Background: an optimization exercise with open tools, aiming at small area. Do not read the settings as production practice. Only simulation tests tie the RTL to the original design; equivalence was not proved.

P:
==> flow/design.v (excerpt) <==
module uart_copro_top(
    input  clk,
    input  reset,
    input  rx,
    output tx,
    input  [1:0] mode
);
==> module uart_copro_top, before the edit <==
module uart_copro_top(
    input  clk,
    input  reset,
    input  rx,
    output tx,
    input  [1:0] mode
);
    localparam [1:0] IDLE = 2'd0, START = 2'd1, DATA = 2'd2, STOP = 2'd3;
    wire tick, bc1;
    baud_rate_generator BAUD (.clk(clk), .reset(reset), .tick(tick), .bc1(bc1));
    reg [5:0] ph;
    always @(posedge clk) ph <= ph + 6'd1;
    wire ph63 = &ph;
    reg [7:0] q;
    reg [3:0] cc;        
    reg       rxb;       
    wire qidle      = ~q[7] & ~q[6];
    wire rsample    = tick & (&q[3:0]) & (q[7] ? ~&q[6:4] : q[4]);
    wire data_ready = tick & (&q);
    wire [5:0] welem = {~cc, q[6:5]};    
    wire rwr = q[7] & (ph == welem);
    always @(posedge clk) begin
        if (reset) q <= 8'd0;
        else if (qidle) begin if (~rx) q <= 8'd104; end
        else if (tick) q <= q + 8'd1;
        if (rsample) rxb <= rx;
        if (reset) cc <= 4'd0;
        else if (data_ready) cc <= cc + 4'd1;
    end
    reg [1:0] sq;
    wire trig  = (sq == 2'd1) & bc1;
    wire cpend = (sq == 2'd3);
    wire act   = (sq == 2'd2);
    wire compl = data_ready & (&cc);
    always @(posedge clk) begin
        sq[0] <= ~reset & ((~sq[1] & (sq[0] | compl)) | (sq[1] & sq[0] & ~ph63));
        sq[1] <= ~reset & ((sq[0] & (sq[1] | bc1)) | (sq[1] & ~sq[0] & ~ph63));
    end
    reg [63:0] A0, A1, B0, B1, C0, C1;
    reg [3:0]  X0, X1;
    reg cy, fv1, fv2;
    reg [1:0] mL;
    wire a0 = A0[0], a1 = A1[0];
    wire b0 = B0[0] & fv1, b1 = B1[0] & fv1;
    wire c0 = C0[0] & fv2, c1 = C1[0] & fv2;
    wire s0 = a0 ^ b0 ^ cy;
    wire k0 = (a0 & b0) | (cy & (a0 ^ b0));
    wire s1 = a1 ^ b1 ^ k0;
    wire k1 = (a1 & b1) | (k0 & (a1 ^ b1));
    wire r0 = mL[0] ? a0 : mL[1] ? c0 : s0;
    wire r1 = mL[0] ? a1 : mL[1] ? c1 : s1;
    wire slot0 = (ph[5:2] == 4'd0);
    wire wra = act & ~slot0;     
    wire wrx = act & slot0;      
    always @(posedge clk) begin
        A0 <= {(rwr & ~q[4]) ? rxb : A0[0], A0[63:61], wra ? r0 : A0[60], A0[59:1]};
        A1 <= {(rwr &  q[4]) ? rxb : A1[0], A1[63:61], wra ? r1 : A1[60], A1[59:1]};
        X0 <= {wrx ? r0 : X0[0], X0[3:1]};
        X1 <= {wrx ? r1 : X1[0], X1[3:1]};
        B0 <= {act ? A0[0] : B0[0], B0[63:1]};
        B1 <= {act ? A1[0] : B1[0], B1[63:1]};
        C0 <= {act ? B0[0] : C0[0], C0[63:1]};
        C1 <= {act ? B1[0] : C1[0], C1[63:1]};
        cy <= act & k1;
        if (trig) mL <= mode;
        if (reset) begin
            fv1 <= 1'b0;
            fv2 <= 1'b0;
        end else if (act & ph63) begin
            fv1 <= 1'b1;
            fv2 <= fv1;
        end
    end
    reg [4:0] pd;
    reg [7:0] u;
    reg [3:0] D0, D1;    
    wire tidle    = ~u[7] & ~u[6] & u[4];
    wire tstart   = ~u[7] & u[6];
    wire tdata    = u[7];
    wire tx_done  = tick & ~u[7] & ~u[6] & ~u[4] & (&u[3:0]);
    wire tx_start = tidle & ~(pd[4] & ~pd[0]) & ~trig;
    wire fetch = tstart & (pd[4] | (ph[5:2] == pd[3:0]));
    always @(posedge clk) begin
        if (reset) begin pd[4] <= 1'b1; pd[0] <= 1'b0; end
        else if (trig) pd <= 5'd14;
        else if (tx_done) pd <= pd - 5'd1;
        D0 <= {fetch ? (pd[4] ? X0[0] : A0[0]) : D0[0], D0[3:1]};
        D1 <= {fetch ? (pd[4] ? X1[0] : A1[0]) : D1[0], D1[3:1]};
        if (reset) u <= 8'h10;
        else if (tidle) begin if (tx_start) u <= 8'h70; end
        else if (tick) u <= u + 8'd1;
    end
    wire [1:0] dst = u[6:5] - ph[1:0];
    wire [3:0] dsel = u[4] ? D1 : D0;
    assign tx = tdata ? dsel[dst] : ~tstart;
endmodule
Settings: LEC_CHECK=0, CAP_MARGIN=20, CORE_MARGIN=2, CORE_UTILIZATION=65, CTS_BUF_LIST=sky130_fd_sc_hd__clkbuf_8, CTS_CLUSTER_DIAMETER=60, CTS_CLUSTER_SIZE=16, SLEW_MARGIN=20; clock period 10.0 ns.
run.sh (not shown) runs the stock make flow with config.mk's settings and CLKGATE_MAP_FILE= SYNTH_SCRIPT=/design/flow/synth_recipe.tcl, a recipe that flattens the netlist after the stock synthesis.
Edits applied to the flow inputs when going from P to Q:
--- a/flow/design.v
+++ b/flow/design.v
@@ -49,15 +49,15 @@
         sq[0] <= ~reset & ((~sq[1] & (sq[0] | compl)) | (sq[1] & sq[0] & ~ph63));
         sq[1] <= ~reset & ((sq[0] & (sq[1] | bc1)) | (sq[1] & ~sq[0] & ~ph63));
     end
     reg [63:0] A0, A1, B0, B1, C0, C1;
     reg [3:0]  X0, X1;
-    reg cy, fv1, fv2;
+    reg cy, fv1;
     reg [1:0] mL;
     wire a0 = A0[0], a1 = A1[0];
     wire b0 = B0[0] & fv1, b1 = B1[0] & fv1;
-    wire c0 = C0[0] & fv2, c1 = C1[0] & fv2;
+    wire c0 = C0[0] & fv1, c1 = C1[0] & fv1;
     wire s0 = a0 ^ b0 ^ cy;
     wire k0 = (a0 & b0) | (cy & (a0 ^ b0));
     wire s1 = a1 ^ b1 ^ k0;
     wire k1 = (a1 & b1) | (k0 & (a1 ^ b1));
     wire r0 = mL[0] ? a0 : mL[1] ? c0 : s0;
@@ -70,21 +70,16 @@
         A1 <= {(rwr &  q[4]) ? rxb : A1[0], A1[63:61], wra ? r1 : A1[60], A1[59:1]};
         X0 <= {wrx ? r0 : X0[0], X0[3:1]};
         X1 <= {wrx ? r1 : X1[0], X1[3:1]};
         B0 <= {act ? A0[0] : B0[0], B0[63:1]};
         B1 <= {act ? A1[0] : B1[0], B1[63:1]};
-        C0 <= {act ? B0[0] : C0[0], C0[63:1]};
-        C1 <= {act ? B1[0] : C1[0], C1[63:1]};
+        C0 <= {act ? b0 : C0[0], C0[63:1]};
+        C1 <= {act ? b1 : C1[0], C1[63:1]};
         cy <= act & k1;
         if (trig) mL <= mode;
-        if (reset) begin
-            fv1 <= 1'b0;
-            fv2 <= 1'b0;
-        end else if (act & ph63) begin
-            fv1 <= 1'b1;
-            fv2 <= fv1;
-        end
+        if (reset) fv1 <= 1'b0;
+        else if (act & ph63) fv1 <= 1'b1;
     end
     reg [4:0] pd;
     reg [7:0] u;
     reg [3:0] D0, D1;    
     wire tidle    = ~u[7] & ~u[6] & u[4];
[summary]
There was hardly any difference in vertical extent of the die between P and Q. Of P and Q, the run reporting the lower instance count after placement with tap cells included was Q. Delta (Q minus P): net count of the finished layout dropped 0.70%, fraction of area in registers barely changed, post-synthesis to final-layout area growth barely changed.

==> static timing again, ports no longer ideal <==
No port has a modelled driver above. Below, the same layouts with a new extraction and two added sets of constraints. Step 1, drivers: a clkbuf_16 drives clk and a buf_2 each remaining input, both assumed. Step 2, shift: input delay + t, output delay - t, t = (earliest + latest rising clock arrival at the registers) / 2. This alone moves slack from input paths to output paths. Slacks: ideal ports / drivers / drivers and shift; pairs: ideal ports / drivers.
run | t, ns | setup slack, ns | hold WS [ns]
P | 0.605 | 5.331 / 5.294 / 5.898 | 0.323 / 0.323 / 0.323
Q | 0.613 | 5.349 / 5.310 / 5.923 | 0.306 / 0.306 / 0.306
After both steps setup and hold are still met in every run listed.
